Background: an optimization exercise with open tools, aiming at small area and a short achievable clock period. Do not read the settings as production practice.
Where RTL was checked, it was by simulation tests only, not by an equivalence proof against the original.
No functional check of the RTL was part of run 2.
Power is estimated from default activity; no workload was simulated.

### flow/design.v
module sparc_exu_alu
(
   alu_byp_rd_data_e, exu_ifu_brpc_e, exu_lsu_ldst_va_e,
   exu_lsu_early_va_e, exu_mmu_early_va_e, alu_ecl_add_n64_e,
   alu_ecl_add_n32_e, alu_ecl_log_n64_e, alu_ecl_log_n32_e,
   alu_ecl_zhigh_e, alu_ecl_zlow_e, exu_ifu_regz_e,
   alu_ecl_adderin2_63_e, alu_ecl_adderin2_31_e,
   alu_ecl_adder_out_63_e, alu_ecl_cout32_e, alu_ecl_cout64_e_l,
   alu_ecl_mem_addr_invalid_e_l,
   cen, rclk, byp_alu_rs1_data_e, byp_alu_rs2_data_e_l,
   byp_alu_rs3_data_e, byp_alu_rcc_data_e, ecl_alu_cin_e,
   ifu_exu_invert_d, ecl_alu_log_sel_and_e, ecl_alu_log_sel_or_e,
   ecl_alu_log_sel_xor_e, ecl_alu_log_sel_move_e,
   ecl_alu_out_sel_sum_e_l, ecl_alu_out_sel_rs3_e_l,
   ecl_alu_out_sel_shift_e_l, ecl_alu_out_sel_logic_e_l,
   shft_alu_shift_out_e, ecl_alu_sethi_inst_e, ifu_lsu_casa_e
   );
   input cen;
   input rclk;
   input [63:0] byp_alu_rs1_data_e;
   input [63:0] byp_alu_rs2_data_e_l;
   input [63:0] byp_alu_rs3_data_e;
   input [63:0] byp_alu_rcc_data_e;
   input        ecl_alu_cin_e;
   input        ifu_exu_invert_d;
   input        ecl_alu_log_sel_and_e;
   input        ecl_alu_log_sel_or_e;
   input        ecl_alu_log_sel_xor_e;
   input        ecl_alu_log_sel_move_e;
   input        ecl_alu_out_sel_sum_e_l;
   input        ecl_alu_out_sel_rs3_e_l;
   input        ecl_alu_out_sel_shift_e_l;
   input        ecl_alu_out_sel_logic_e_l;
   input [63:0] shft_alu_shift_out_e;
   input        ecl_alu_sethi_inst_e;
   input        ifu_lsu_casa_e;
   output [63:0] alu_byp_rd_data_e;
   output [47:0] exu_ifu_brpc_e;
   output [47:0] exu_lsu_ldst_va_e;
   output [10:3] exu_lsu_early_va_e;
   output [7:0]  exu_mmu_early_va_e;
   output        alu_ecl_add_n64_e;
   output        alu_ecl_add_n32_e;
   output        alu_ecl_log_n64_e;
   output        alu_ecl_log_n32_e;
   output        alu_ecl_zhigh_e;
   output        alu_ecl_zlow_e;
   output        exu_ifu_regz_e;
   output        alu_ecl_adderin2_63_e;
   output        alu_ecl_adderin2_31_e;
   output        alu_ecl_adder_out_63_e;
   output        alu_ecl_cout32_e;
   output        alu_ecl_cout64_e_l;
   output        alu_ecl_mem_addr_invalid_e_l;
   wire [63:0] a = byp_alu_rs1_data_e;
   wire [63:0] rs2 = ~byp_alu_rs2_data_e_l;
   wire        cin = ecl_alu_cin_e;
   reg invert_e;
   always @(posedge rclk) invert_e <= ifu_exu_invert_d;
   wire [63:0] b;
   alu_bx bx (.rs2_l(byp_alu_rs2_data_e_l), .inv(invert_e), .b(b));
   wire [63:0] p, gn, tn;
   alu_pgen pgen (.a(a), .b(b), .p(p));
   alu_gt gtgen (.a(a), .b(b), .gn(gn), .tn(tn));
   wire [63:0] g = ~gn, t = ~tn;
   wire [64:0] c;
   alu_carry carry (.gn(gn), .tn(tn), .cin(cin), .c(c));
   wire [63:0] sum;
   alu_sum sumx (.p(p), .c(c[63:0]), .s(sum));
   reg [63:0] sum_q;
   always @(posedge rclk) if (cen) sum_q <= sum;
   wire s_g = ecl_alu_log_sel_and_e | ecl_alu_log_sel_or_e;
   wire s_p = ecl_alu_log_sel_or_e | ecl_alu_log_sel_xor_e;
   wire s_mlo = ecl_alu_log_sel_move_e;
   wire s_mhi = ecl_alu_log_sel_move_e & ~ecl_alu_sethi_inst_e;
   wire o_lg = ~ecl_alu_out_sel_logic_e_l;
   wire [63:0] gk, mk;
   alu_lterm lterm (.gn(gn), .rs2_l(byp_alu_rs2_data_e_l), .kgn(~(s_g & o_lg)),
                    .kmn_lo(~(s_mlo & o_lg)), .kmn_hi(~(s_mhi & o_lg)), .gk(gk), .mk(mk));
   alu_rdmux rdmux (.sum_q(sum_q), .rs3(byp_alu_rs3_data_e), .sh(shft_alu_shift_out_e),
                    .p(p), .gk(gk), .mk(mk), .sel_sum(~ecl_alu_out_sel_sum_e_l),
                    .sel_rs3(~ecl_alu_out_sel_rs3_e_l), .sel_sh(~ecl_alu_out_sel_shift_e_l),
                    .kp(s_p & o_lg), .rd(alu_byp_rd_data_e));
   assign alu_ecl_log_n64_e = (~gn[63] & s_g) | (p[63] & s_p) | (rs2[63] & s_mhi);
   assign alu_ecl_log_n32_e = (~gn[31] & s_g) | (p[31] & s_p) | (rs2[31] & s_mlo);
   wire zg_lo, zg_hi, zt_lo, zt_hi, zp_lo, zp_hi, zm_lo, zm_hi;
   alu_o64 gz (.x(gn), .olo(zg_lo), .ohi(zg_hi));
   alu_o64 tz (.x(tn), .olo(zt_lo), .ohi(zt_hi));
   alu_z64 pz (.x(p), .zlo(zp_lo), .zhi(zp_hi), .z());
   alu_o64 mz (.x(byp_alu_rs2_data_e_l), .olo(zm_lo), .ohi(zm_hi));
   assign lg_zlo = (ecl_alu_log_sel_and_e & zg_lo) | (ecl_alu_log_sel_or_e & zt_lo) |
                   (ecl_alu_log_sel_xor_e & zp_lo) | (ecl_alu_log_sel_move_e & zm_lo);
   assign lg_zhi = (ecl_alu_log_sel_and_e & zg_hi) | (ecl_alu_log_sel_or_e & zt_hi) |
                   (ecl_alu_log_sel_xor_e & zp_hi) |
                   (ecl_alu_log_sel_move_e & (zm_hi | ecl_alu_sethi_inst_e));
   wire spr_zlo, spr_zhi, lg_zlo, lg_zhi;
   alu_sprz sprz (.p(p), .tn(tn), .cin(cin), .zlo(spr_zlo), .zhi(spr_zhi));
   assign alu_ecl_zlow_e  = ecl_alu_out_sel_sum_e_l ? lg_zlo : spr_zlo;
   assign alu_ecl_zhigh_e = ecl_alu_out_sel_sum_e_l ? lg_zhi : spr_zhi;
   alu_va va (.a(a), .sum_q(sum_q), .casa(ifu_lsu_casa_e), .ncasa(~ifu_lsu_casa_e),
              .va(exu_lsu_ldst_va_e),
              .ok_l(alu_ecl_mem_addr_invalid_e_l));
   alu_z64 rccz (.x(byp_alu_rcc_data_e), .zlo(), .zhi(), .z(exu_ifu_regz_e));
   assign exu_ifu_brpc_e = sum_q[47:0];
   assign exu_lsu_early_va_e = sum_q[10:3];
   assign exu_mmu_early_va_e = sum_q[7:0];
   assign alu_ecl_add_n64_e = sum_q[63];
   assign alu_ecl_adder_out_63_e = sum_q[63];
   assign alu_ecl_add_n32_e = sum_q[31];
   assign alu_ecl_adderin2_63_e = b[63];
   assign alu_ecl_adderin2_31_e = b[31];
   assign alu_ecl_cout32_e = c[32];
   assign alu_ecl_cout64_e_l = ~c[64];
endmodule
module alu_bx (rs2_l, inv, b);
   input [63:0] rs2_l;
   input inv;
   output [63:0] b;
   assign b = ~rs2_l ^ {64{inv}};
endmodule
module alu_pgen (a, b, p);
   input [63:0] a, b;
   output [63:0] p;
   assign p = a ^ b;
endmodule
module alu_gt (a, b, gn, tn);
   input [63:0] a, b;
   output [63:0] gn, tn;
   assign gn = ~(a & b);
   assign tn = ~(a | b);
endmodule
module alu_sum (p, c, s);
   input [63:0] p, c;
   output [63:0] s;
   assign s = p ^ c;
endmodule
module alu_logic (gn, p, rs2, sel_and, sel_or, sel_xor, sel_mov, sethi, lgn);
   input [63:0] gn, p, rs2;
   wire [63:0] g = ~gn;
   input sel_and, sel_or, sel_xor, sel_mov, sethi;
   output [63:0] lgn;
   wire s_g = sel_and | sel_or;
   wire s_p = sel_or | sel_xor;
   wire s_mlo = sel_mov;
   wire s_mhi = sel_mov & ~sethi;
   assign lgn = ~((g & {64{s_g}}) | (p & {64{s_p}}) |
                  (rs2 & {{32{s_mhi}}, {32{s_mlo}}}));
endmodule
module alu_lterm (gn, rs2_l, kgn, kmn_lo, kmn_hi, gk, mk);
   input [63:0] gn, rs2_l;
   input kgn, kmn_lo, kmn_hi;
   output [63:0] gk, mk;
   assign gk = ~(gn | {64{kgn}});
   assign mk = ~(rs2_l | {{32{kmn_hi}}, {32{kmn_lo}}});
endmodule
module alu_rdmux (sum_q, rs3, sh, p, gk, mk, sel_sum, sel_rs3, sel_sh, kp, rd);
   input [63:0] sum_q, rs3, sh, p, gk, mk;
   input sel_sum, sel_rs3, sel_sh, kp;
   output [63:0] rd;
   wire [63:0] y0n = ~((sum_q & {64{sel_sum}}) | (rs3 & {64{sel_rs3}}) | (sh & {64{sel_sh}}));
   wire [63:0] y1n = ~((p & {64{kp}}) | gk | mk);
   assign rd = ~(y0n & y1n);
endmodule
module alu_outmux (sum_q, rs3, sh, lgn, sel_sum, sel_rs3, sel_sh, sel_lg_l, rd);
   input [63:0] sum_q, rs3, sh, lgn;
   input sel_sum, sel_rs3, sel_sh, sel_lg_l;
   output [63:0] rd;
   wire [63:0] y0n = ~((sum_q & {64{sel_sum}}) | (rs3 & {64{sel_rs3}}));
   wire [63:0] y1n = ~((~lgn & ~{64{sel_lg_l}}) | (sh & {64{sel_sh}}));
   assign rd = ~(y0n & y1n);
endmodule
module alu_sprz (p, tn, cin, zlo, zhi);
   input [63:0] p, tn;
   input cin;
   output zlo, zhi;
   wire [63:0] spr = p ^ {~tn[62:0], cin};
   assign zlo = ~(|spr[31:0]);
   assign zhi = ~(|spr[63:32]);
endmodule
module alu_z64 (x, zlo, zhi, z);
   input [63:0] x;
   output zlo, zhi, z;
   assign zlo = ~(|x[31:0]);
   assign zhi = ~(|x[63:32]);
   assign z = ~(|x);
endmodule
module alu_o64 (x, olo, ohi);
   input [63:0] x;
   output olo, ohi;
   assign olo = &x[31:0];
   assign ohi = &x[63:32];
endmodule
module alu_va (a, sum_q, casa, ncasa, va, ok_l);
   input [63:0] a, sum_q;
   input casa, ncasa;    
   output [47:0] va;
   output ok_l;
   assign va = (a[47:0] & {48{casa}}) | (sum_q[47:0] & {48{ncasa}});
   wire a_ok = (&a[63:47]) | ~(|a[63:47]);
   wire s_ok = (&sum_q[63:47]) | ~(|sum_q[63:47]);
   assign ok_l = (casa & a_ok) | (ncasa & s_ok);
endmodule
module alu_carry (gn, tn, cin, c);
   input [63:0] gn, tn;
   wire [63:0] g = ~gn, t = ~tn;
   input cin;
   output [64:0] c;    
   wire bg0_0 = g[0];
   wire bt0_0 = t[0];
   wire bg0_1 = g[1];
   wire bt0_1 = t[1];
   wire bg0_2 = g[2];
   wire bt0_2 = t[2];
   wire bg0_3 = g[3];
   wire bt0_3 = t[3];
   wire bg0_4 = g[4];
   wire bt0_4 = t[4];
   wire bg0_5 = g[5];
   wire bt0_5 = t[5];
   wire bg0_6 = g[6];
   wire bt0_6 = t[6];
   wire bg0_7 = g[7];
   wire bt0_7 = t[7];
   wire bg0_8 = g[8];
   wire bt0_8 = t[8];
   wire bg0_9 = g[9];
   wire bt0_9 = t[9];
   wire bg0_10 = g[10];
   wire bt0_10 = t[10];
   wire bg0_11 = g[11];
   wire bt0_11 = t[11];
   wire bg0_12 = g[12];
   wire bt0_12 = t[12];
   wire bg0_13 = g[13];
   wire bt0_13 = t[13];
   wire bg0_14 = g[14];
   wire bt0_14 = t[14];
   wire bg0_15 = g[15];
   wire bt0_15 = t[15];
   wire bg0_16 = g[16];
   wire bt0_16 = t[16];
   wire bg0_17 = g[17];
   wire bt0_17 = t[17];
   wire bg0_18 = g[18];
   wire bt0_18 = t[18];
   wire bg0_19 = g[19];
   wire bt0_19 = t[19];
   wire bg0_20 = g[20];
   wire bt0_20 = t[20];
   wire bg0_21 = g[21];
   wire bt0_21 = t[21];
   wire bg0_22 = g[22];
   wire bt0_22 = t[22];
   wire bg0_23 = g[23];
   wire bt0_23 = t[23];
   wire bg0_24 = g[24];
   wire bt0_24 = t[24];
   wire bg0_25 = g[25];
   wire bt0_25 = t[25];
   wire bg0_26 = g[26];
   wire bt0_26 = t[26];
   wire bg0_27 = g[27];
   wire bt0_27 = t[27];
   wire bg0_28 = g[28];
   wire bt0_28 = t[28];
   wire bg0_29 = g[29];
   wire bt0_29 = t[29];
   wire bg0_30 = g[30];
   wire bt0_30 = t[30];
   wire bg0_31 = g[31];
   wire bt0_31 = t[31];
   wire bg0_32 = g[32];
   wire bt0_32 = t[32];
   wire bg0_33 = g[33];
   wire bt0_33 = t[33];
   wire bg0_34 = g[34];
   wire bt0_34 = t[34];
   wire bg0_35 = g[35];
   wire bt0_35 = t[35];
   wire bg0_36 = g[36];
   wire bt0_36 = t[36];
   wire bg0_37 = g[37];
   wire bt0_37 = t[37];
   wire bg0_38 = g[38];
   wire bt0_38 = t[38];
   wire bg0_39 = g[39];
   wire bt0_39 = t[39];
   wire bg0_40 = g[40];
   wire bt0_40 = t[40];
   wire bg0_41 = g[41];
   wire bt0_41 = t[41];
   wire bg0_42 = g[42];
   wire bt0_42 = t[42];
   wire bg0_43 = g[43];
   wire bt0_43 = t[43];
   wire bg0_44 = g[44];
   wire bt0_44 = t[44];
   wire bg0_45 = g[45];
   wire bt0_45 = t[45];
   wire bg0_46 = g[46];
   wire bt0_46 = t[46];
   wire bg0_47 = g[47];
   wire bt0_47 = t[47];
   wire bg0_48 = g[48];
   wire bt0_48 = t[48];
   wire bg0_49 = g[49];
   wire bt0_49 = t[49];
   wire bg0_50 = g[50];
   wire bt0_50 = t[50];
   wire bg0_51 = g[51];
   wire bt0_51 = t[51];
   wire bg0_52 = g[52];
   wire bt0_52 = t[52];
   wire bg0_53 = g[53];
   wire bt0_53 = t[53];
   wire bg0_54 = g[54];
   wire bt0_54 = t[54];
   wire bg0_55 = g[55];
   wire bt0_55 = t[55];
   wire bg0_56 = g[56];
   wire bt0_56 = t[56];
   wire bg0_57 = g[57];
   wire bt0_57 = t[57];
   wire bg0_58 = g[58];
   wire bt0_58 = t[58];
   wire bg0_59 = g[59];
   wire bt0_59 = t[59];
   wire bg0_60 = g[60];
   wire bt0_60 = t[60];
   wire bg0_61 = g[61];
   wire bt0_61 = t[61];
   wire bg0_62 = g[62];
   wire bt0_62 = t[62];
   wire bg0_63 = g[63];
   wire bt0_63 = t[63];
   wire bg1_1 = bg0_1 | (bt0_1 & bg0_0);
   wire bt1_1 = bt0_1 & bt0_0;
   wire bg1_3 = bg0_3 | (bt0_3 & bg0_2);
   wire bt1_3 = bt0_3 & bt0_2;
   wire bg1_5 = bg0_5 | (bt0_5 & bg0_4);
   wire bt1_5 = bt0_5 & bt0_4;
   wire bg1_7 = bg0_7 | (bt0_7 & bg0_6);
   wire bt1_7 = bt0_7 & bt0_6;
   wire bg1_9 = bg0_9 | (bt0_9 & bg0_8);
   wire bt1_9 = bt0_9 & bt0_8;
   wire bg1_11 = bg0_11 | (bt0_11 & bg0_10);
   wire bt1_11 = bt0_11 & bt0_10;
   wire bg1_13 = bg0_13 | (bt0_13 & bg0_12);
   wire bt1_13 = bt0_13 & bt0_12;
   wire bg1_15 = bg0_15 | (bt0_15 & bg0_14);
   wire bt1_15 = bt0_15 & bt0_14;
   wire bg1_17 = bg0_17 | (bt0_17 & bg0_16);
   wire bt1_17 = bt0_17 & bt0_16;
   wire bg1_19 = bg0_19 | (bt0_19 & bg0_18);
   wire bt1_19 = bt0_19 & bt0_18;
   wire bg1_21 = bg0_21 | (bt0_21 & bg0_20);
   wire bt1_21 = bt0_21 & bt0_20;
   wire bg1_23 = bg0_23 | (bt0_23 & bg0_22);
   wire bt1_23 = bt0_23 & bt0_22;
   wire bg1_25 = bg0_25 | (bt0_25 & bg0_24);
   wire bt1_25 = bt0_25 & bt0_24;
   wire bg1_27 = bg0_27 | (bt0_27 & bg0_26);
   wire bt1_27 = bt0_27 & bt0_26;
   wire bg1_29 = bg0_29 | (bt0_29 & bg0_28);
   wire bt1_29 = bt0_29 & bt0_28;
   wire bg1_31 = bg0_31 | (bt0_31 & bg0_30);
   wire bt1_31 = bt0_31 & bt0_30;
   wire bg1_33 = bg0_33 | (bt0_33 & bg0_32);
   wire bt1_33 = bt0_33 & bt0_32;
   wire bg1_35 = bg0_35 | (bt0_35 & bg0_34);
   wire bt1_35 = bt0_35 & bt0_34;
   wire bg1_37 = bg0_37 | (bt0_37 & bg0_36);
   wire bt1_37 = bt0_37 & bt0_36;
   wire bg1_39 = bg0_39 | (bt0_39 & bg0_38);
   wire bt1_39 = bt0_39 & bt0_38;
   wire bg1_41 = bg0_41 | (bt0_41 & bg0_40);
   wire bt1_41 = bt0_41 & bt0_40;
   wire bg1_43 = bg0_43 | (bt0_43 & bg0_42);
   wire bt1_43 = bt0_43 & bt0_42;
   wire bg1_45 = bg0_45 | (bt0_45 & bg0_44);
   wire bt1_45 = bt0_45 & bt0_44;
   wire bg1_47 = bg0_47 | (bt0_47 & bg0_46);
   wire bt1_47 = bt0_47 & bt0_46;
   wire bg1_49 = bg0_49 | (bt0_49 & bg0_48);
   wire bt1_49 = bt0_49 & bt0_48;
   wire bg1_51 = bg0_51 | (bt0_51 & bg0_50);
   wire bt1_51 = bt0_51 & bt0_50;
   wire bg1_53 = bg0_53 | (bt0_53 & bg0_52);
   wire bt1_53 = bt0_53 & bt0_52;
   wire bg1_55 = bg0_55 | (bt0_55 & bg0_54);
   wire bt1_55 = bt0_55 & bt0_54;
   wire bg1_57 = bg0_57 | (bt0_57 & bg0_56);
   wire bt1_57 = bt0_57 & bt0_56;
   wire bg1_59 = bg0_59 | (bt0_59 & bg0_58);
   wire bt1_59 = bt0_59 & bt0_58;
   wire bg1_61 = bg0_61 | (bt0_61 & bg0_60);
   wire bt1_61 = bt0_61 & bt0_60;
   wire bg1_63 = bg0_63 | (bt0_63 & bg0_62);
   wire bt1_63 = bt0_63 & bt0_62;
   wire bg2_3 = bg1_3 | (bt1_3 & bg1_1);
   wire bt2_3 = bt1_3 & bt1_1;
   wire bg2_7 = bg1_7 | (bt1_7 & bg1_5);
   wire bt2_7 = bt1_7 & bt1_5;
   wire bg2_11 = bg1_11 | (bt1_11 & bg1_9);
   wire bt2_11 = bt1_11 & bt1_9;
   wire bg2_15 = bg1_15 | (bt1_15 & bg1_13);
   wire bt2_15 = bt1_15 & bt1_13;
   wire bg2_19 = bg1_19 | (bt1_19 & bg1_17);
   wire bt2_19 = bt1_19 & bt1_17;
   wire bg2_23 = bg1_23 | (bt1_23 & bg1_21);
   wire bt2_23 = bt1_23 & bt1_21;
   wire bg2_27 = bg1_27 | (bt1_27 & bg1_25);
   wire bt2_27 = bt1_27 & bt1_25;
   wire bg2_31 = bg1_31 | (bt1_31 & bg1_29);
   wire bt2_31 = bt1_31 & bt1_29;
   wire bg2_35 = bg1_35 | (bt1_35 & bg1_33);
   wire bt2_35 = bt1_35 & bt1_33;
   wire bg2_39 = bg1_39 | (bt1_39 & bg1_37);
   wire bt2_39 = bt1_39 & bt1_37;
   wire bg2_43 = bg1_43 | (bt1_43 & bg1_41);
   wire bt2_43 = bt1_43 & bt1_41;
   wire bg2_47 = bg1_47 | (bt1_47 & bg1_45);
   wire bt2_47 = bt1_47 & bt1_45;
   wire bg2_51 = bg1_51 | (bt1_51 & bg1_49);
   wire bt2_51 = bt1_51 & bt1_49;
   wire bg2_55 = bg1_55 | (bt1_55 & bg1_53);
   wire bt2_55 = bt1_55 & bt1_53;
   wire bg2_59 = bg1_59 | (bt1_59 & bg1_57);
   wire bt2_59 = bt1_59 & bt1_57;
   wire bg2_63 = bg1_63 | (bt1_63 & bg1_61);
   wire bt2_63 = bt1_63 & bt1_61;
   wire bg3_7 = bg2_7 | (bt2_7 & bg2_3);
   wire bt3_7 = bt2_7 & bt2_3;
   wire bg3_15 = bg2_15 | (bt2_15 & bg2_11);
   wire bt3_15 = bt2_15 & bt2_11;
   wire bg3_23 = bg2_23 | (bt2_23 & bg2_19);
   wire bt3_23 = bt2_23 & bt2_19;
   wire bg3_31 = bg2_31 | (bt2_31 & bg2_27);
   wire bt3_31 = bt2_31 & bt2_27;
   wire bg3_39 = bg2_39 | (bt2_39 & bg2_35);
   wire bt3_39 = bt2_39 & bt2_35;
   wire bg3_47 = bg2_47 | (bt2_47 & bg2_43);
   wire bt3_47 = bt2_47 & bt2_43;
   wire bg3_55 = bg2_55 | (bt2_55 & bg2_51);
   wire bt3_55 = bt2_55 & bt2_51;
   wire bg3_63 = bg2_63 | (bt2_63 & bg2_59);
   wire bt3_63 = bt2_63 & bt2_59;
   wire bg4_15 = bg3_15 | (bt3_15 & bg3_7);
   wire bt4_15 = bt3_15 & bt3_7;
   wire bg4_31 = bg3_31 | (bt3_31 & bg3_23);
   wire bt4_31 = bt3_31 & bt3_23;
   wire bg4_47 = bg3_47 | (bt3_47 & bg3_39);
   wire bt4_47 = bt3_47 & bt3_39;
   wire bg4_63 = bg3_63 | (bt3_63 & bg3_55);
   wire bt4_63 = bt3_63 & bt3_55;
   wire bg5_31 = bg4_31 | (bt4_31 & bg4_15);
   wire bt5_31 = bt4_31 & bt4_15;
   wire bg5_63 = bg4_63 | (bt4_63 & bg4_47);
   wire bt5_63 = bt4_63 & bt4_47;
   wire bg6_63 = bg5_63 | (bt5_63 & bg5_31);
   wire bt6_63 = bt5_63 & bt5_31;
   wire bg7_47 = bg4_47 | (bt4_47 & bg5_31);
   wire bt7_47 = bt4_47 & bt5_31;
   wire bg8_23 = bg3_23 | (bt3_23 & bg4_15);
   wire bt8_23 = bt3_23 & bt4_15;
   wire bg8_39 = bg3_39 | (bt3_39 & bg5_31);
   wire bt8_39 = bt3_39 & bt5_31;
   wire bg8_55 = bg3_55 | (bt3_55 & bg7_47);
   wire bt8_55 = bt3_55 & bt7_47;
   wire bg9_11 = bg2_11 | (bt2_11 & bg3_7);
   wire bt9_11 = bt2_11 & bt3_7;
   wire bg9_19 = bg2_19 | (bt2_19 & bg4_15);
   wire bt9_19 = bt2_19 & bt4_15;
   wire bg9_27 = bg2_27 | (bt2_27 & bg8_23);
   wire bt9_27 = bt2_27 & bt8_23;
   wire bg9_35 = bg2_35 | (bt2_35 & bg5_31);
   wire bt9_35 = bt2_35 & bt5_31;
   wire bg9_43 = bg2_43 | (bt2_43 & bg8_39);
   wire bt9_43 = bt2_43 & bt8_39;
   wire bg9_51 = bg2_51 | (bt2_51 & bg7_47);
   wire bt9_51 = bt2_51 & bt7_47;
   wire bg9_59 = bg2_59 | (bt2_59 & bg8_55);
   wire bt9_59 = bt2_59 & bt8_55;
   wire bg10_5 = bg1_5 | (bt1_5 & bg2_3);
   wire bt10_5 = bt1_5 & bt2_3;
   wire bg10_9 = bg1_9 | (bt1_9 & bg3_7);
   wire bt10_9 = bt1_9 & bt3_7;
   wire bg10_13 = bg1_13 | (bt1_13 & bg9_11);
   wire bt10_13 = bt1_13 & bt9_11;
   wire bg10_17 = bg1_17 | (bt1_17 & bg4_15);
   wire bt10_17 = bt1_17 & bt4_15;
   wire bg10_21 = bg1_21 | (bt1_21 & bg9_19);
   wire bt10_21 = bt1_21 & bt9_19;
   wire bg10_25 = bg1_25 | (bt1_25 & bg8_23);
   wire bt10_25 = bt1_25 & bt8_23;
   wire bg10_29 = bg1_29 | (bt1_29 & bg9_27);
   wire bt10_29 = bt1_29 & bt9_27;
   wire bg10_33 = bg1_33 | (bt1_33 & bg5_31);
   wire bt10_33 = bt1_33 & bt5_31;
   wire bg10_37 = bg1_37 | (bt1_37 & bg9_35);
   wire bt10_37 = bt1_37 & bt9_35;
   wire bg10_41 = bg1_41 | (bt1_41 & bg8_39);
   wire bt10_41 = bt1_41 & bt8_39;
   wire bg10_45 = bg1_45 | (bt1_45 & bg9_43);
   wire bt10_45 = bt1_45 & bt9_43;
   wire bg10_49 = bg1_49 | (bt1_49 & bg7_47);
   wire bt10_49 = bt1_49 & bt7_47;
   wire bg10_53 = bg1_53 | (bt1_53 & bg9_51);
   wire bt10_53 = bt1_53 & bt9_51;
   wire bg10_57 = bg1_57 | (bt1_57 & bg8_55);
   wire bt10_57 = bt1_57 & bt8_55;
   wire bg10_61 = bg1_61 | (bt1_61 & bg9_59);
   wire bt10_61 = bt1_61 & bt9_59;
   wire bg11_2 = bg0_2 | (bt0_2 & bg1_1);
   wire bt11_2 = bt0_2 & bt1_1;
   wire bg11_4 = bg0_4 | (bt0_4 & bg2_3);
   wire bt11_4 = bt0_4 & bt2_3;
   wire bg11_6 = bg0_6 | (bt0_6 & bg10_5);
   wire bt11_6 = bt0_6 & bt10_5;
   wire bg11_8 = bg0_8 | (bt0_8 & bg3_7);
   wire bt11_8 = bt0_8 & bt3_7;
   wire bg11_10 = bg0_10 | (bt0_10 & bg10_9);
   wire bt11_10 = bt0_10 & bt10_9;
   wire bg11_12 = bg0_12 | (bt0_12 & bg9_11);
   wire bt11_12 = bt0_12 & bt9_11;
   wire bg11_14 = bg0_14 | (bt0_14 & bg10_13);
   wire bt11_14 = bt0_14 & bt10_13;
   wire bg11_16 = bg0_16 | (bt0_16 & bg4_15);
   wire bt11_16 = bt0_16 & bt4_15;
   wire bg11_18 = bg0_18 | (bt0_18 & bg10_17);
   wire bt11_18 = bt0_18 & bt10_17;
   wire bg11_20 = bg0_20 | (bt0_20 & bg9_19);
   wire bt11_20 = bt0_20 & bt9_19;
   wire bg11_22 = bg0_22 | (bt0_22 & bg10_21);
   wire bt11_22 = bt0_22 & bt10_21;
   wire bg11_24 = bg0_24 | (bt0_24 & bg8_23);
   wire bt11_24 = bt0_24 & bt8_23;
   wire bg11_26 = bg0_26 | (bt0_26 & bg10_25);
   wire bt11_26 = bt0_26 & bt10_25;
   wire bg11_28 = bg0_28 | (bt0_28 & bg9_27);
   wire bt11_28 = bt0_28 & bt9_27;
   wire bg11_30 = bg0_30 | (bt0_30 & bg10_29);
   wire bt11_30 = bt0_30 & bt10_29;
   wire bg11_32 = bg0_32 | (bt0_32 & bg5_31);
   wire bt11_32 = bt0_32 & bt5_31;
   wire bg11_34 = bg0_34 | (bt0_34 & bg10_33);
   wire bt11_34 = bt0_34 & bt10_33;
   wire bg11_36 = bg0_36 | (bt0_36 & bg9_35);
   wire bt11_36 = bt0_36 & bt9_35;
   wire bg11_38 = bg0_38 | (bt0_38 & bg10_37);
   wire bt11_38 = bt0_38 & bt10_37;
   wire bg11_40 = bg0_40 | (bt0_40 & bg8_39);
   wire bt11_40 = bt0_40 & bt8_39;
   wire bg11_42 = bg0_42 | (bt0_42 & bg10_41);
   wire bt11_42 = bt0_42 & bt10_41;
   wire bg11_44 = bg0_44 | (bt0_44 & bg9_43);
   wire bt11_44 = bt0_44 & bt9_43;
   wire bg11_46 = bg0_46 | (bt0_46 & bg10_45);
   wire bt11_46 = bt0_46 & bt10_45;
   wire bg11_48 = bg0_48 | (bt0_48 & bg7_47);
   wire bt11_48 = bt0_48 & bt7_47;
   wire bg11_50 = bg0_50 | (bt0_50 & bg10_49);
   wire bt11_50 = bt0_50 & bt10_49;
   wire bg11_52 = bg0_52 | (bt0_52 & bg9_51);
   wire bt11_52 = bt0_52 & bt9_51;
   wire bg11_54 = bg0_54 | (bt0_54 & bg10_53);
   wire bt11_54 = bt0_54 & bt10_53;
   wire bg11_56 = bg0_56 | (bt0_56 & bg8_55);
   wire bt11_56 = bt0_56 & bt8_55;
   wire bg11_58 = bg0_58 | (bt0_58 & bg10_57);
   wire bt11_58 = bt0_58 & bt10_57;
   wire bg11_60 = bg0_60 | (bt0_60 & bg9_59);
   wire bt11_60 = bt0_60 & bt9_59;
   wire bg11_62 = bg0_62 | (bt0_62 & bg10_61);
   wire bt11_62 = bt0_62 & bt10_61;
   assign c[0] = cin;
   assign c[1] = bg0_0 | (bt0_0 & cin);
   assign c[2] = bg1_1 | (bt1_1 & cin);
   assign c[3] = bg11_2 | (bt11_2 & cin);
   assign c[4] = bg2_3 | (bt2_3 & cin);
   assign c[5] = bg11_4 | (bt11_4 & cin);
   assign c[6] = bg10_5 | (bt10_5 & cin);
   assign c[7] = bg11_6 | (bt11_6 & cin);
   assign c[8] = bg3_7 | (bt3_7 & cin);
   assign c[9] = bg11_8 | (bt11_8 & cin);
   assign c[10] = bg10_9 | (bt10_9 & cin);
   assign c[11] = bg11_10 | (bt11_10 & cin);
   assign c[12] = bg9_11 | (bt9_11 & cin);
   assign c[13] = bg11_12 | (bt11_12 & cin);
   assign c[14] = bg10_13 | (bt10_13 & cin);
   assign c[15] = bg11_14 | (bt11_14 & cin);
   assign c[16] = bg4_15 | (bt4_15 & cin);
   assign c[17] = bg11_16 | (bt11_16 & cin);
   assign c[18] = bg10_17 | (bt10_17 & cin);
   assign c[19] = bg11_18 | (bt11_18 & cin);
   assign c[20] = bg9_19 | (bt9_19 & cin);
   assign c[21] = bg11_20 | (bt11_20 & cin);
   assign c[22] = bg10_21 | (bt10_21 & cin);
   assign c[23] = bg11_22 | (bt11_22 & cin);
   assign c[24] = bg8_23 | (bt8_23 & cin);
   assign c[25] = bg11_24 | (bt11_24 & cin);
   assign c[26] = bg10_25 | (bt10_25 & cin);
   assign c[27] = bg11_26 | (bt11_26 & cin);
   assign c[28] = bg9_27 | (bt9_27 & cin);
   assign c[29] = bg11_28 | (bt11_28 & cin);
   assign c[30] = bg10_29 | (bt10_29 & cin);
   assign c[31] = bg11_30 | (bt11_30 & cin);
   assign c[32] = bg5_31 | (bt5_31 & cin);
   assign c[33] = bg11_32 | (bt11_32 & cin);
   assign c[34] = bg10_33 | (bt10_33 & cin);
   assign c[35] = bg11_34 | (bt11_34 & cin);
   assign c[36] = bg9_35 | (bt9_35 & cin);
   assign c[37] = bg11_36 | (bt11_36 & cin);
   assign c[38] = bg10_37 | (bt10_37 & cin);
   assign c[39] = bg11_38 | (bt11_38 & cin);
   assign c[40] = bg8_39 | (bt8_39 & cin);
   assign c[41] = bg11_40 | (bt11_40 & cin);
   assign c[42] = bg10_41 | (bt10_41 & cin);
   assign c[43] = bg11_42 | (bt11_42 & cin);
   assign c[44] = bg9_43 | (bt9_43 & cin);
   assign c[45] = bg11_44 | (bt11_44 & cin);
   assign c[46] = bg10_45 | (bt10_45 & cin);
   assign c[47] = bg11_46 | (bt11_46 & cin);
   assign c[48] = bg7_47 | (bt7_47 & cin);
   assign c[49] = bg11_48 | (bt11_48 & cin);
   assign c[50] = bg10_49 | (bt10_49 & cin);
   assign c[51] = bg11_50 | (bt11_50 & cin);
   assign c[52] = bg9_51 | (bt9_51 & cin);
   assign c[53] = bg11_52 | (bt11_52 & cin);
   assign c[54] = bg10_53 | (bt10_53 & cin);
   assign c[55] = bg11_54 | (bt11_54 & cin);
   assign c[56] = bg8_55 | (bt8_55 & cin);
   assign c[57] = bg11_56 | (bt11_56 & cin);
   assign c[58] = bg10_57 | (bt10_57 & cin);
   assign c[59] = bg11_58 | (bt11_58 & cin);
   assign c[60] = bg9_59 | (bt9_59 & cin);
   assign c[61] = bg11_60 | (bt11_60 & cin);
   assign c[62] = bg10_61 | (bt10_61 & cin);
   assign c[63] = bg11_62 | (bt11_62 & cin);
   assign c[64] = bg6_63 | (bt6_63 & cin);
endmodule
### flow/flow/run.sh
#!/bin/bash
# The standard layout (standard.sh) with two changes:
#  - the smallest buffer (buf_1) on every port;
#  - synthesis maps with ABC script flow/abc.script (in a copy of ORFS's
#    scripts folder, where it replaces abc_speed.script).
# Extra ORFS settings: 'CTS_ARGS=-sink_clustering_enable -repair_clock_nets -sink_clustering_size 30 -sink_clustering_max_diameter 100 -buf_list sky130_fd_sc_hd__clkbuf_8 -dont_use_dummy_load'
# Each ORFS step writes its full log under orfs/logs/; make's output goes to
# standard_flow.log.
set -euo pipefail
rm -rf scripts_abc
cp -r "$FLOW_HOME/scripts" scripts_abc
cp flow/abc.script scripts_abc/abc_speed.script
export BUFFER_PORTS_ARGS="-buffer_cell sky130_fd_sc_hd__buf_1"
bash standard.sh SCRIPTS_DIR="$PWD/scripts_abc" 'CTS_ARGS=-sink_clustering_enable -repair_clock_nets -sink_clustering_size 30 -sink_clustering_max_diameter 100 -buf_list sky130_fd_sc_hd__clkbuf_8 -dont_use_dummy_load' finish > standard_flow.log 2>&1
### flow/flow/abc.script
&get -n
&st
&syn2
&dch -f
&nf -p -R 10
&put
topo
stime -c
dnsize -c
### flow/standard.sh
#!/bin/bash
# synth_recipe.tcl (not shown) runs the flow's synth.tcl, then flattens the netlist and writes it again
# the make line also repeats each setting of config.mk as NAME=value (left out here)
make -C /OpenROAD-flow-scripts/flow DESIGN_CONFIG=/design/flow/config.mk WORK_HOME=/design/flow/orfs CLKGATE_MAP_FILE= SYNTH_SCRIPT=/design/flow/synth_recipe.tcl "${@:-finish}"
### flow/config.mk
export PLATFORM = sky130hd
export DESIGN_NAME = sparc_exu_alu
export DESIGN_NICKNAME = sparc_exu_alu
export VERILOG_FILES = /design/flow/design.v
export SDC_FILE = /design/flow/constraint.sdc
export NUM_CORES = 4
export LEC_CHECK = 0
export CAP_MARGIN = 20
export CORE_MARGIN = 2
export CORE_UTILIZATION = 40
export CTS_BUF_LIST = sky130_fd_sc_hd__clkbuf_8
export CTS_CLUSTER_DIAMETER = 100
export CTS_CLUSTER_SIZE = 30
export SETUP_SLACK_MARGIN = 3.0
export SLEW_MARGIN = 20
export SYNTH_HIERARCHICAL = 1
### flow/constraint.sdc
create_clock -name core_clock -period 9.0 [get_ports {rclk}]
set_input_delay 1.8000 -clock core_clock [delete_from_list [all_inputs] [get_ports {rclk}]]
set_output_delay 1.8000 -clock core_clock [all_outputs]
set_load 0.01 [all_outputs]
==> summary.md, run 1 <==
| Metric | Value |
|---|---|
| Area growth syn-to-layout | `25.1%` |
| Initial antenna violation count | `6` |
| Clk_skew | `~20 ps` |
| GRT Util Overall | `36.6%` |
| Fillers | `2471` |
| Finish-stage setup viols | `0` |
| Reg2Reg Setup Slack | `4860 ps` |
| Post-DRT Antenna Nets | `0` |
| Site Rows | `56` |
| Syn nets | `1612` |
| Routed WL | `48900 um` |
| Place WS | `~2100 ps` |
| DIE WIDTH | `between 150 and 200 um` |
| Most frequent cells in the layout | `buf_1 (516), nor2_1 (222), nand2_1 (153)` |
| Post-synthesis cell area | `9570 um2` |
| Initial DRC count | `1773` |
| Slew Limit Fails | `0` |
| First-pass GRT wire length | `68800 um` |
| Minimum clock period | `around 5900 ps` |
| Core area | `23500 um2` |
| Min-Delay Path Class | `reg -> reg` |
| TritonCTS buffer count | `9` |
| Worst skew pair latency | `390 ps` |
| CTS max path bufs | `2` |
| VDD IR max | `55.3 uV` |
| Post-synthesis cell count | `roughly 1300` |
| Yosys warns | `7` |
| NumNets Final | `2100` |
| Wire per inst | `between 20 and 25 um` |
| Vias | `12700` |
| Die H | `159 um` |
| Hold depth | `3` |
| Slew headroom | `23.1%` |
| Required @ worst endpoint | `7200 ps` |
| Final setup margin | `between 3000 and 4000 ps` |
| Clock-pin slew on the worst setup and hold paths | `90 ps` |
| Commonest non-fill, non-tap cell in the layout | `buf_1` |
| CTS Root Cell | `clkbuf_8` |
| Fraction of layout cells with a size suffix above 1 | `4.65%` |
| Ports | `523` |
| Final hold violation count | `0` |
| Clock power share | `around 13%` |
| Sequential Power Share | `29.5%` |
| Crit path DAT | `4140 ps` |
| Int Power | `863 uW` |
| Register-to-Register Path Depth | `18` |
| Hold endpoint | `sum_q[33]` |
| Reg-to-reg endpoint | `sum_q[63]` |
| Lkg Pwr | `3.86 nW` |
| Dpl hpwl | `37600 um` |
| Worst slew pin tran | `1150 ps` |
| Final worst-path cycle share | `66.0%` |
| Crit Path Max Fanout | `5` |
| Total congestion overflow | `0` |
| Vias in the first global route | `11600` |
| Initial Util | `approximately two fifths` |
| Kind of critical path | `in -> out` |
| Pwr Density | `141 nW/um2` |
| DIE AREA | `25200 um2` |
| Power share of the combinational group | `57.6%` |
| Post-route DRC | `0` |
| Run status | `finished clean` |
| TritonRoute pass-1 iters | `8` |
| Reg2reg start | `invert_e` |
| Routability cong. | `a little over 0.9` |
| Worst Setup Start Kind | `primary input` |
| Hold wc startpoint | `invert_e` |
| NetSw | `829 uW` |
| Vias per cell | `between 6 and 7` |
| CTS sink count | `65` |
| Unrepaired setup endpoints after global routing | `true` |
| Fmax | `168 MHz` |
| CTS tree | `built` |
| Net Sw Frac | `between 40 and 50%` |
| Largest net degree at the start of global routing | `65` |
| IO Port Bufs | `522` |
| H-tree Lvls | `3` |
| Hold Buf Count CTS | `0` |
| Worst setup EP type | `output pin` |
| Max_cap viols | `0` |
| Setup TNS | `0 ps` |
| Syn Area/Cell | `7.49 um2` |
==> worst max path at each step <==
stage / startpoint / end / slack (ps) / cells after the start
after global placement: byp_alu_rs2_data_e_l[17] / alu_ecl_cout64_e_l / 2310 / 16
after detailed placement: byp_alu_rs2_data_e_l[17] / alu_ecl_cout64_e_l / 2090 / 16
after floorplan: ecl_alu_log_sel_or_e / alu_byp_rd_data_e[0] / 3050 / 5
after global routing: byp_alu_rs2_data_e_l[31] / alu_ecl_cout64_e_l / 2920 / 14
after CTS: byp_alu_rs2_data_e_l[19] / alu_ecl_cout64_e_l / 3020 / 16
final: byp_alu_rs2_data_e_l[19] / alu_ecl_cout64_e_l / 3060 / 16
==> critical path: stages <==
cell and delay [ps]:
clkbuf_2 120, xnor2_2 180, nor2_2 200, o21ai_0 140
a21oi_1 160, nor2_1 80, a211oi_2 230, o21ai_1 100
a21oi_1 160, nand3_2 160, a21oi_4 230, clkinv_4 110
a31oi_4 200, o21ai_2 100, clkinv_1 50, clkbuf_2 120
==> metrics by stage <==
step,utilization [%],instance area [um2],hold WS (ps),cells,total power [mW]
2_1_floorplan,-,9570,1530,1278,1.12
3_3_place_gp,49.1,11500,1320,2063,1.43
3_5_place_dp,49.1,11500,1320,2063,1.43
4_1_cts,50.2,11800,1350,2077,1.66
5_1_grt,51.0,12000,1330,2084,1.79
6_report,51.0,12000,1270,2086,1.69
==> timing repair <==
action	4_1_cts	5_1_grt
setup endpoints to repair	1	6
cloned	0	0
gates resized for setup	30	26
setup buffers	5	6
pin swaps	7	10
==> state kept, by name (all words and copies together) (netlist names) <==
signal / flops
invert_e: 1
sum_q: 64
==> power groups by stage <==
stage / Combinational (mW) / Sequential (mW) / Clock (mW)
after detailed placement: 0.926 / 0.503 / 0
after floorplan: 0.648 / 0.474 / 0
after global routing: 1.06 / 0.506 / 0.229
after global placement: 0.923 / 0.503 / 0
final: 0.975 / 0.499 / 0.218
after CTS: 0.944 / 0.498 / 0.218
==> per-layer routing <==
layer | vias to the layer above | GRT usage [%] | share of wire, %
li1 | 5740 | - | -
met1 | 6008 | 44.4 | 38
met2 | 812 | 62.2 | 48
met3 | 128 | 8.17 | 9.5
met4 | 6 | 15.7 | 4.1
met5 | - | 0 | 0.076
==> final cells by class <==
type | count | area [um2] | share of cell area, %
multi-input combinational | 1111 | 7210 | 60.3
timing repair buffer | 543 | 2140 | 17.9
sequential | 65 | 1950 | 16.3
tap | 319 | 399 | 3.34
inverter | 36 | 140 | 1.17
clock buffer | 9 | 124 | 1.04
antenna | 3 | 7.51 | 0.0627
==> run 2, diff against run 1 <==
--- a/flow/design.v
+++ b/flow/design.v
@@ -87,4 +87,5 @@
    alu_o64 gz (.x(gn), .olo(zg_lo), .ohi(zg_hi));
-   alu_o64 tz (.x(tn), .olo(zt_lo), .ohi(zt_hi));
    alu_z64 pz (.x(p), .zlo(zp_lo), .zhi(zp_hi), .z());
+   assign zt_lo = zg_lo & zp_lo;
+   assign zt_hi = zg_hi & zp_hi;
    alu_o64 mz (.x(byp_alu_rs2_data_e_l), .olo(zm_lo), .ohi(zm_hi));
--- a/flow/flow/run.sh
+++ b/flow/flow/run.sh
@@ -1,6 +1,7 @@
 #!/bin/bash
-# The standard layout (standard.sh) with two changes:
+# The standard layout (standard.sh) with these changes:
 #  - the smallest buffer (buf_1) on every port;
-#  - synthesis maps with ABC script flow/abc.script (in a copy of ORFS's
-#    scripts folder, where it replaces abc_speed.script).
+#  - in a copy of ORFS's scripts folder, synthesis maps the adder's carry
+#    network (module alu_carry) with ABC script flow/abc_fast.script and the
+#    rest with flow/abc.script (patch_synth.py edits synth.tcl to do so).
 # Extra ORFS settings: 'CTS_ARGS=-sink_clustering_enable -repair_clock_nets -sink_clustering_size 30 -sink_clustering_max_diameter 100 -buf_list sky130_fd_sc_hd__clkbuf_8 -dont_use_dummy_load'
@@ -12,2 +13,4 @@
 cp flow/abc.script scripts_abc/abc_speed.script
+cp flow/abc_fast.script scripts_abc/abc_fast.script
+python3 flow/patch_synth.py scripts_abc/synth.tcl
 export BUFFER_PORTS_ARGS="-buffer_cell sky130_fd_sc_hd__buf_1"
==> flow/flow/abc_fast.script (new file) <==
&get -n
&st
&syn2
&dch -f
&nf -p -R 10
&put
buffer -c
topo
stime -c
upsize -c
dnsize -c
==> flow/flow/patch_synth.py (new file) <==
"""Patch a copy of ORFS's synth.tcl: map module alu_carry with
abc_fast.script, and the rest of the design with the usual ABC script."""
import sys
p = sys.argv[1]
s = open(p).read()
old = '  log_cmd abc {*}$abc_args\n'
assert s.count(old) == 1, "synth.tcl: abc call not found"
new = '''  set fast_args [lreplace $abc_args 1 1 $::env(SCRIPTS_DIR)/abc_fast.script]
  if {[llength [tee -q -s result.string select -list-mod alu_carry]]} {
    log_cmd abc {*}$fast_args alu_carry
    log_cmd abc {*}$abc_args * alu_carry %d
  } else {
    log_cmd abc {*}$abc_args
  }
'''
open(p, 'w').write(s.replace(old, new))
==> summary.md, run 2 <==
| Metric | Value |
|---|---|
| Vias in the first global route | `10800 (was 11600)` |
| Worst slew pin tran | `1060 ps (was 1150 ps)` |
| Slew Limit Fails | `0 (unchanged)` |
| DIE AREA | `25000 um2 (was 25200 um2)` |
| Initial Util | `40.6% (was 40.8%)` |
| Reg with most FFs | `sum_q (unchanged)` |
| Wire per inst | `22.8 um (was 23.4 um)` |
| Net Sw Frac | `48.5% (was 49.0%)` |
| Final worst-path cycle share | `65.3% (was 66.0%)` |
| Post-synthesis cell area | `9510 um2 (was 9570 um2)` |
| CTS max path bufs | `2 (unchanged)` |
| Largest register FFs | `64 (unchanged)` |
| Crit Path Max Fanout | `5 (unchanged)` |
| Setup TNS | `0 ps (unchanged)` |
| Finish-stage setup viols | `0 (unchanged)` |
| Site Rows | `56 (unchanged)` |
| Multi-input logic area | `7460 um2 (was 7210 um2)` |
| H-tree Lvls | `3 (unchanged)` |
| Syn Area/Cell | `7.56 um2 (was 7.49 um2)` |
| Buffers & Inverters on Critical Path | `4 (unchanged)` |
| Required @ worst endpoint | `7200 ps (about the same)` |
| Dpl hpwl | `36700 um (was 37600 um)` |
| Post-route DRC | `0 (unchanged)` |
| NetSw | `825 uW (was 829 uW)` |
| Yosys warns | `7 (unchanged)` |
| Largest net degree at the start of global routing | `65 (unchanged)` |
| Clk_skew | `11.0 ps (was 20.4 ps)` |
| First-pass GRT wire length | `65300 um (was 68800 um)` |
| Initial antenna violation count | `8 (was 6)` |
| Fmax | `170 MHz (was 168 MHz)` |
| Worst setup EP type | `output pin (unchanged)` |
| Vias | `12300 (was 12700)` |
| Vias per cell | `5.96 (was 6.09)` |
| Min-Delay Path Class | `reg -> reg (unchanged)` |
| Pwr Density | `139 nW/um2 (was 141 nW/um2)` |
| CTS sink count | `65 (unchanged)` |
| Post-synthesis cell count | `1258 (was 1278)` |
| Routability cong. | `0.938 (was 0.926)` |
| Worst Setup Start Kind | `primary input (unchanged)` |
| Slew headroom | `29.3% (was 23.1%)` |
| Kind of critical path | `in -> out (unchanged)` |
| Reg2Reg Setup Slack | `4950 ps (was 4860 ps)` |
| Die H | `158 um (was 159 um)` |
| Ports | `523 (unchanged)` |
| Unrepaired setup endpoints after global routing | `true (unchanged)` |
| Post-DRT Antenna Nets | `0 (unchanged)` |
| Top delay family on crit path | `compound AO/OA/AOI/OAI gates (unchanged)` |
| Top flop regs | `sum_q x64, invert_e x1 (unchanged)` |
| Most frequent cells in the layout | `buf_1 (508), nor2_1 (221), nand2_1 (153) (was buf_1 (516), nor2_1 (222), nand2_1 (153))` |
| Crit path DAT | `4080 ps (was 4140 ps)` |
| Fillers | `2453 (was 2471)` |
| TritonRoute pass-1 iters | `10 (was 8)` |
| Clock power share | `12.6% (was 12.9%)` |
| Routed WL | `47100 um (was 48900 um)` |
| Area growth syn-to-layout | `28.3% (was 25.1%)` |
| Largest stage delay on the critical path | `240 ps (was 230 ps)` |
| Run status | `finished clean (unchanged)` |
| Int Power | `876 uW (was 863 uW)` |
| Register area | `1950 um2 (unchanged)` |
| Clock-pin slew on the worst setup and hold paths | `70 ps (was 90 ps)` |
| Core area | `23400 um2 (was 23500 um2)` |
| DIE WIDTH | `158 um (was 159 um)` |
| VDD IR max | `54.8 uV (was 55.3 uV)` |
| CTS Root Cell | `clkbuf_8 (unchanged)` |
| Power share of the combinational group | `58.0% (was 57.6%)` |
| Initial DRC count | `1426 (was 1773)` |
| Minimum clock period | `5880 ps (was 5940 ps)` |
| CTS tree | `built (unchanged)` |
| Sequential Power Share | `29.4% (was 29.5%)` |
| Syn nets | `1592 (was 1612)` |
| Worst skew pair latency | `370 ps (was 390 ps)` |
| Worst path slowest cell | `nor2_2 (was a211oi_2)` |
| Commonest non-fill, non-tap cell in the layout | `buf_1 (unchanged)` |
| Worst-path cell chain | `clkbuf_2 -> xnor2_2 -> nor2_2 -> nor2_1 -> a21oi_2 -> nor2_1 -> a211oi_2 -> o21ai_1 -> a21oi_2 -> nand3_4 -> a21oi_4 -> inv_4 -> a31oi_4 -> o21ai_2 -> clkinv_1 -> clkbuf_2 (was clkbuf_2 -> xnor2_2 -> nor2_2 -> o21ai_0 -> a21oi_1 -> nor2_1 -> a211oi_2 -> o21ai_1 -> a21oi_1 -> nand3_2 -> a21oi_4 -> clkinv_4 -> a31oi_4 -> o21ai_2 -> clkinv_1 -> clkbuf_2)` |
| NumNets Final | `2077 (was 2100)` |
| WHS | `1220 ps (was 1270 ps)` |
| Fraction of layout cells with a size suffix above 1 | `8.21% (was 4.65%)` |
| TritonCTS buffer count | `9 (unchanged)` |
| Max_cap viols | `0 (unchanged)` |
| Lkg Pwr | `4.12 nW (was 3.86 nW)` |
| GRT Util Overall | `34.8% (was 36.6%)` |
| Total congestion overflow | `0 (unchanged)` |
| IO Port Bufs | `522 (unchanged)` |
| Final hold violation count | `0 (unchanged)` |
-- run 2: per-layer routing --
metal  GRT usage [%]  vias to the layer above  share of wire, %
met5               0                        -              0.11
met2            60.6                      719                48
met4            13.3                        8               3.7
li1                -                     5636                 -
met3            5.47                      110               8.6
met1            43.3                     5822                39
-- run 2: what timing repair did --
action                                  in CTS  in global routing
cloned                                       0                  0
resized for setup                           19                 83
endpoints found under the setup margin       1                  3
buffers inserted                             0                  8
hold buffers                                 0                  0
pin swaps                                    3                 14
-- run 2: through the flow --
| step | utilization [%] | setup slack [ps] | instances | power (mW) | area, um2 |
|---|---|---|---|---|---|
| floorplan | - | 3050 | 1258 | 1.13 | 9510 |
| global placement | 49.0 | 2870 | 2043 | 1.43 | 11500 |
| detailed placement | 49.0 | 2780 | 2043 | 1.43 | 11500 |
| CTS | 49.9 | 3000 | 2052 | 1.65 | 11700 |
| global route | 52.1 | 2990 | 2064 | 1.80 | 12200 |
| finish | 52.1 | 3120 | 2064 | 1.70 | 12200 |
-- run 2: final timing paths --
check,from,end,cells after the start
min reg2reg,invert_e,sum_q[12],3
min,invert_e,sum_q[12],3
max,byp_alu_rs2_data_e_l[19],alu_ecl_cout64_e_l,16
max reg2reg,invert_e,sum_q[63],17
-- run 2: layout make-up --
cell class	count	share of cell area (%)
timing repair buffer	540	17.3
tap	319	3.27
antenna	4	0.0821
inverter	36	1.13
clock buffer	9	1.02
multi-input combinational	1091	61.2
sequential	65	16.0
-- run 2: tightest hold or removal path, cell delays in order (launching register included) --
cell and delay [ps]:
dfxtp_4 520, xnor2_2 280, xor2_1 150, xor2_1 140
-- run 2: power groups by stage --
stage / sequential (mW) / clock, mW / combinational [mW]
after floorplan: 0.474 / 0 / 0.653
after global placement: 0.503 / 0 / 0.927
after detailed placement: 0.502 / 0 / 0.928
after CTS: 0.496 / 0.217 / 0.938
after global routing: 0.504 / 0.225 / 1.07
final: 0.500 / 0.214 / 0.987
==> run 3, diff against run 2 <==
--- a/flow/design.v
+++ b/flow/design.v
@@ -62,3 +62,3 @@
    wire [63:0] p, gn, tn;
-   alu_pgen pgen (.a(a), .b(b), .p(p));
+   alu_pgen pgen (.gn(gn), .tn(tn), .p(p));
    alu_gt gtgen (.a(a), .b(b), .gn(gn), .tn(tn));
@@ -76,7 +76,7 @@
    wire o_lg = ~ecl_alu_out_sel_logic_e_l;
-   wire [63:0] gk, mk;
+   wire [63:0] lk;
    alu_lterm lterm (.gn(gn), .rs2_l(byp_alu_rs2_data_e_l), .kgn(~(s_g & o_lg)),
-                    .kmn_lo(~(s_mlo & o_lg)), .kmn_hi(~(s_mhi & o_lg)), .gk(gk), .mk(mk));
+                    .kmn_lo(~(s_mlo & o_lg)), .kmn_hi(~(s_mhi & o_lg)), .lk(lk));
    alu_rdmux rdmux (.sum_q(sum_q), .rs3(byp_alu_rs3_data_e), .sh(shft_alu_shift_out_e),
-                    .p(p), .gk(gk), .mk(mk), .sel_sum(~ecl_alu_out_sel_sum_e_l),
+                    .p(p), .lk(lk), .sel_sum(~ecl_alu_out_sel_sum_e_l),
                     .sel_rs3(~ecl_alu_out_sel_rs3_e_l), .sel_sh(~ecl_alu_out_sel_shift_e_l),
@@ -121,6 +121,6 @@
 endmodule
-module alu_pgen (a, b, p);
-   input [63:0] a, b;
+module alu_pgen (gn, tn, p);
+   input [63:0] gn, tn;
    output [63:0] p;
-   assign p = a ^ b;
+   assign p = gn & ~tn;
 endmodule
@@ -149,11 +149,10 @@
 endmodule
-module alu_lterm (gn, rs2_l, kgn, kmn_lo, kmn_hi, gk, mk);
+module alu_lterm (gn, rs2_l, kgn, kmn_lo, kmn_hi, lk);
    input [63:0] gn, rs2_l;
    input kgn, kmn_lo, kmn_hi;
-   output [63:0] gk, mk;
-   assign gk = ~(gn | {64{kgn}});
-   assign mk = ~(rs2_l | {{32{kmn_hi}}, {32{kmn_lo}}});
+   output [63:0] lk;
+   assign lk = ~((gn | {64{kgn}}) & (rs2_l | {{32{kmn_hi}}, {32{kmn_lo}}}));
 endmodule
-module alu_rdmux (sum_q, rs3, sh, p, gk, mk, sel_sum, sel_rs3, sel_sh, kp, rd);
-   input [63:0] sum_q, rs3, sh, p, gk, mk;
+module alu_rdmux (sum_q, rs3, sh, p, lk, sel_sum, sel_rs3, sel_sh, kp, rd);
+   input [63:0] sum_q, rs3, sh, p, lk;
    input sel_sum, sel_rs3, sel_sh, kp;
@@ -161,3 +160,3 @@
    wire [63:0] y0n = ~((sum_q & {64{sel_sum}}) | (rs3 & {64{sel_rs3}}) | (sh & {64{sel_sh}}));
-   wire [63:0] y1n = ~((p & {64{kp}}) | gk | mk);
+   wire [63:0] y1n = ~((p & {64{kp}}) | lk);
    assign rd = ~(y0n & y1n);
--- a/flow/config.mk
+++ b/flow/config.mk
@@ -13,3 +13,4 @@
 export CTS_CLUSTER_SIZE = 30
-export SETUP_SLACK_MARGIN = 3.0
+export PLACE_DENSITY = 0.75
+export SETUP_SLACK_MARGIN = 2.95
 export SLEW_MARGIN = 20
==> summary.md, run 3 <==
| Metric | Value |
|---|---|
| Min-Delay Path Class | `reg -> reg (unchanged)` |
| Yosys warns | `7 (unchanged)` |
| Syn Area/Cell | `7.63 um2 (was 7.56 um2)` |
| Dpl hpwl | `37300 um (was 36700 um)` |
| Max_cap viols | `0 (unchanged)` |
| Int Power | `821 uW (was 876 uW)` |
| Commonest non-fill, non-tap cell in the layout | `buf_1 (unchanged)` |
| IO Port Bufs | `522 (unchanged)` |
| Unrepaired setup endpoints after global routing | `true (unchanged)` |
| Worst path slowest cell | `nor2_1 (was nor2_2)` |
| Pwr Density | `141 nW/um2 (was 139 nW/um2)` |
| Wire per inst | `24.3 um (was 22.8 um)` |
| Lkg Pwr | `3.58 nW (was 4.12 nW)` |
| Initial Util | `40.5% (was 40.6%)` |
| First-pass GRT wire length | `69100 um (was 65300 um)` |
| Top flop regs | `sum_q x64, invert_e x1 (unchanged)` |
| Total congestion overflow | `0 (unchanged)` |
| Syn nets | `1528 (was 1592)` |
| Setup TNS | `0 ps (unchanged)` |
| Sequential Power Share | `30.8% (was 29.4%)` |
| Net Sw Frac | `48.2% (was 48.5%)` |
| Largest stage delay on the critical path | `410 ps (was 240 ps)` |
| Run status | `finished clean (unchanged)` |
| H-tree Lvls | `3 (unchanged)` |
| Area growth syn-to-layout | `23.4% (was 28.3%)` |
| Die H | `155 um (was 158 um)` |
| Vias per cell | `6.30 (was 5.96)` |
| TritonRoute pass-1 iters | `11 (was 10)` |
| Crit Path Max Fanout | `5 (unchanged)` |
| DIE AREA | `24000 um2 (was 25000 um2)` |
| Final hold violation count | `0 (unchanged)` |
| NumNets Final | `2006 (was 2077)` |
| Worst Setup Start Kind | `primary input (unchanged)` |
| Site Rows | `55 (was 56)` |
| Fmax | `168 MHz (was 170 MHz)` |
| Post-synthesis cell area | `9110 um2 (was 9510 um2)` |
| Post-route DRC | `0 (unchanged)` |
| VDD IR max | `54.4 uV (was 54.8 uV)` |
| Vias | `12400 (was 12300)` |
| Reg with most FFs | `sum_q (unchanged)` |
| Clock power share | `13.5% (was 12.6%)` |
| Crit path DAT | `4160 ps (was 4080 ps)` |
| Worst skew pair latency | `380 ps (was 370 ps)` |
| Core area | `22500 um2 (was 23400 um2)` |
| Most frequent cells in the layout | `buf_1 (518), nand2_1 (155), xnor2_1 (125) (was buf_1 (508), nor2_1 (221), nand2_1 (153))` |
| Initial antenna violation count | `6 (was 8)` |
| DIE WIDTH | `155 um (was 158 um)` |
| NetSw | `765 uW (was 825 uW)` |
| Worst-path cell chain | `buf_1 -> xnor2_1 -> nor2_1 -> nor2b_1 -> nor4_1 -> nand4_1 -> nor2_1 -> a222oi_1 -> a31oi_1 -> buf_1 (was clkbuf_2 -> xnor2_2 -> nor2_2 -> nor2_1 -> a21oi_2 -> nor2_1 -> a211oi_2 -> o21ai_1 -> a21oi_2 -> nand3_4 -> a21oi_4 -> inv_4 -> a31oi_4 -> o21ai_2 -> clkinv_1 -> clkbuf_2)` |
| Kind of critical path | `in -> out (unchanged)` |
| TritonCTS buffer count | `9 (unchanged)` |
| CTS tree | `built (unchanged)` |
| Core Util, Final | `49.9% (was 52.1%)` |
| Minimum clock period | `5960 ps (was 5880 ps)` |
| Required @ worst endpoint | `7200 ps (about the same)` |
| Worst slew pin tran | `1120 ps (was 1060 ps)` |
| Largest register FFs | `64 (unchanged)` |
| Hold Buf Count CTS | `0 (unchanged)` |
| Routability cong. | `0.955 (was 0.938)` |
| Final worst-path cycle share | `66.3% (was 65.3%)` |
| Ports | `523 (unchanged)` |
| CTS Root Cell | `clkbuf_8 (unchanged)` |
| Clock-pin slew on the worst setup and hold paths | `90 ps (was 70 ps)` |
| Power share of the combinational group | `55.7% (was 58.0%)` |
| Initial DRC count | `1707 (was 1426)` |
| Post-synthesis cell count | `1194 (was 1258)` |
| Worst setup EP type | `output pin (unchanged)` |
| CTS sink count | `65 (unchanged)` |
| GRT Util Overall | `37.9% (was 34.8%)` |
| Slew headroom | `25.6% (was 29.3%)` |
| Slew Limit Fails | `0 (unchanged)` |
| Post-DRT Antenna Nets | `0 (unchanged)` |
| Clk_skew | `17.0 ps (was 11.0 ps)` |
| Vias in the first global route | `11700 (was 10800)` |
| Fraction of layout cells with a size suffix above 1 | `4.01% (was 8.21%)` |
| Largest net degree at the start of global routing | `65 (unchanged)` |
| CTS max path bufs | `2 (unchanged)` |
| Routed WL | `47700 um (was 47100 um)` |
| Hold depth | `4 (was 3)` |
| Register-to-Register Path Depth | `16 (was 17)` |
| Finish-stage setup viols | `0 (unchanged)` |
## run 3: routing by layer
| layer | wire, um | vias to the layer above | GRT usage [%] |
|---|---|---|---|
| li1 | - | 5508 | - |
| met4 | 3100 | 0 | 24.8 |
| met3 | 4130 | 166 | 5.52 |
| met5 | 0 | - | 0 |
| met2 | 24100 | 890 | 68.3 |
| met1 | 16400 | 5793 | 41.5 |
## run 3: worst max-delay path: cells and delay by family
kind | cells | cell delay [ps]
simple gates | 5 | 1460
compound gates | 2 | 440
buf+inv | 2 | 310
xor+xnor | 1 | 150
## run 3: layout make-up
cell class / instances / area, um2
repair buffers: 533 / 2050
fillers: 2385 / 11300
multi-input cells: 1027 / 6610
flip-flops and latches: 65 / 1950
diodes: 6 / 15.0
clock buffers: 9 / 124
inverters: 36 / 138
well taps: 285 / 357
## run 3: power by group through the flow
stage	sequential (mW)	combinational (mW)	clock [mW]
finish	0.488	0.884	0.214
global placement	0.492	0.850	0
global route	0.493	0.950	0.223
CTS	0.485	0.861	0.216
detailed placement	0.491	0.857	0
floorplan	0.461	0.595	0
## run 3: worst paths after layout
path | endpoint | from | slack, ps
worst max-delay path | alu_ecl_zlow_e | byp_alu_rs2_data_e_l[29] | 3040
worst max register to register | sum_q[55] | invert_e | 5070
worst min register to register | sum_q[9] | invert_e | 1420
worst min-delay path | sum_q[9] | invert_e | 1420
## run 3: metrics by stage
stage | cells | area [um2] | hold slack (ps) | worst slack, ps | total power, mW
after floorplan | 1194 | 9110 | 1490 | 3040 | 1.06
after global placement | 1945 | 11000 | 1340 | 2890 | 1.34
after detailed placement | 1945 | 11000 | 1360 | 2870 | 1.35
after CTS | 1954 | 11100 | 1410 | 2910 | 1.56
after global routing | 1961 | 11200 | 1470 | 2900 | 1.67
final | 1961 | 11200 | 1420 | 3040 | 1.59
## run 3: timing repair
action / in CTS / in global routing
endpoints found under the setup margin: 2 / 3
pin swaps: 0 / 5
gates resized for setup: 3 / 24
setup buffers: 0 / 1
==> run 4, diff against run 3 <==
--- a/flow/config.mk
+++ b/flow/config.mk
@@ -13,4 +13,3 @@
 export CTS_CLUSTER_SIZE = 30
-export PLACE_DENSITY = 0.75
-export SETUP_SLACK_MARGIN = 2.95
+export SETUP_SLACK_MARGIN = 2.85
 export SLEW_MARGIN = 20
==> summary.md, run 4 <==
| Metric | Value |
|---|---|
| CTS Root Cell | `clkbuf_8 (unchanged)` |
| Slew headroom | `29.8% (was 25.6%)` |
| Fraction of layout cells with a size suffix above 1 | `3.11% (was 4.01%)` |
| Largest net degree at the start of global routing | `65 (unchanged)` |
| Max_cap viols | `0 (unchanged)` |
| Wire length on met3 | `3460 um (was 4130 um)` |
| Reg2reg start | `invert_e (unchanged)` |
| Final hold violation count | `0 (unchanged)` |
| Reg-to-reg endpoint | `sum_q[63] (was sum_q[55])` |
| Total congestion overflow | `0 (unchanged)` |
| Initial Util | `40.5% (unchanged)` |
| WHS | `1250 ps (was 1420 ps)` |
| Hold wc startpoint | `invert_e (unchanged)` |
| Ports | `523 (unchanged)` |
| Placed Instances | `1945 (unchanged)` |
| Hold endpoint | `sum_q[1] (was sum_q[9])` |
| H-tree Lvls | `3 (unchanged)` |
| Post-synthesis cell area | `9110 um2 (unchanged)` |
| Core Util, Final | `49.7% (was 49.9%)` |
| CTS tree | `built (unchanged)` |
| Vias per cell | `6.18 (was 6.30)` |
| Yosys warns | `7 (unchanged)` |
| Hold depth | `4 (unchanged)` |
| Clock-pin slew on the worst setup and hold paths | `80 ps (was 90 ps)` |
| Worst Setup Start Kind | `primary input (unchanged)` |
| Routed WL | `46600 um (was 47700 um)` |
| TritonCTS buffer count | `9 (unchanged)` |
| Worst slew pin tran | `1050 ps (was 1120 ps)` |
| Wire per inst | `23.8 um (was 24.3 um)` |
| CTS sink count | `65 (unchanged)` |
| NumNets Final | `2006 (unchanged)` |
| Routability cong. | `0.978 (was 0.955)` |
| Syn Area/Cell | `7.63 um2 (unchanged)` |
| GRT Util Overall | `36.7% (was 37.9%)` |
| Met1 WL | `16700 um (was 16400 um)` |
| Commonest non-fill, non-tap cell in the layout | `buf_1 (unchanged)` |
| CTS max path bufs | `2 (unchanged)` |
| Multi-input logic area | `6570 um2 (was 6610 um2)` |
| Reg with most FFs | `sum_q (unchanged)` |
| Run status | `finished clean (unchanged)` |
| Post-synthesis cell count | `1194 (unchanged)` |
| Site Rows | `55 (unchanged)` |
| Initial DRC count | `1147 (was 1707)` |
| Vias in the first global route | `11300 (was 11700)` |
| Final worst-path cycle share | `67.1% (was 66.3%)` |
| Crit path DAT | `4240 ps (was 4160 ps)` |
| Kind of critical path | `in -> out (unchanged)` |
| DIE AREA | `24000 um2 (unchanged)` |
| Finish-stage setup viols | `0 (unchanged)` |
| Slew Limit Fails | `0 (unchanged)` |
| Max Used Layer | `met4 (unchanged)` |
| Die H | `155 um (unchanged)` |
| Worst setup EP type | `output pin (unchanged)` |
| Top flop regs | `sum_q x64, invert_e x1 (unchanged)` |
| Register-to-Register Path Depth | `17 (was 16)` |
| Min-Delay Path Class | `reg -> reg (unchanged)` |
| Pwr Density | `140 nW/um2 (was 141 nW/um2)` |
| Setup TNS | `0 ps (unchanged)` |
| Placed Area | `11000 um2 (unchanged)` |
| Final Cell Area | `11200 um2 (about the same)` |
| Post-route DRC | `0 (unchanged)` |
| IO Port Bufs | `522 (unchanged)` |
| Total Power | `1.57 mW (was 1.59 mW)` |
| Hold Buf Count CTS | `0 (unchanged)` |
| Worst skew pair latency | `360 ps (was 380 ps)` |
| Final non-filler cell total | `1958 (was 1961)` |
| Crit Path Max Fanout | `7 (was 5)` |
| Place WS | `2850 ps (was 2870 ps)` |
| Largest register FFs | `64 (unchanged)` |
| Initial antenna violation count | `3 (was 6)` |
| Fmax | `166 MHz (was 168 MHz)` |
## run 4: per-layer routing
metal,global-route usage (%),vias up
met3,4.54,109
li1,-,5490
met1,41.2,5767
met2,68.5,741
met4,17.6,0
met5,0,-
## run 4: critical path, cell delays in order
cell      delay, ps
buf_1           130
xnor2_1         170
nor2_1          290
nor2_1          110
a21oi_2         160
nor2_1           60
a211oi_2        230
o21ai_1         120
a21oi_2         190
nand3_4         170
a21oi_4         230
inv_4            80
a31oi_4         200
o21ai_2         110
clkinv_1         50
buf_1           140
## run 4: layout make-up
class                   instances  area share, %
repair buffers                533           18.3
inverters                      36           1.23
multi-input cells            1027           58.7
flip-flops and latches         65           17.4
diodes                          3         0.0671
well taps                     285           3.19
clock buffers                   9           1.11
## run 4: worst max path at each step
| stage | slack, ps | startpoint | end |
|---|---|---|---|
| 6_report | 2960 | byp_alu_rs2_data_e_l[19] | alu_ecl_cout64_e_l |
| 5_1_grt | 2810 | byp_alu_rs2_data_e_l[2] | alu_ecl_cout64_e_l |
| 4_1_cts | 2870 | byp_alu_rs2_data_e_l[3] | alu_ecl_cout64_e_l |
| 3_5_place_dp | 2850 | byp_alu_rs2_data_e_l[1] | alu_ecl_cout64_e_l |
| 3_3_place_gp | 2870 | byp_alu_rs2_data_e_l[3] | alu_ecl_cout64_e_l |
| 2_1_floorplan | 2900 | ecl_alu_log_sel_or_e | alu_byp_rd_data_e[0] |
## run 4: where the power goes
group	leakage, nW	switching (mW)	internal [mW]
clock network	0.0647	0.121	0.0895
registers	0.637	0.0684	0.417
logic	2.86	0.561	0.312
total	3.57	0.750	0.818
## run 4: timing repair
item / 4_1_cts / 5_1_grt
pin swaps: 0 / 1
hold endpoints to repair: 0 / 0
setup buffers: 0 / 1
gates resized for setup: 1 / 10
endpoints found under the setup margin: 1 / 3
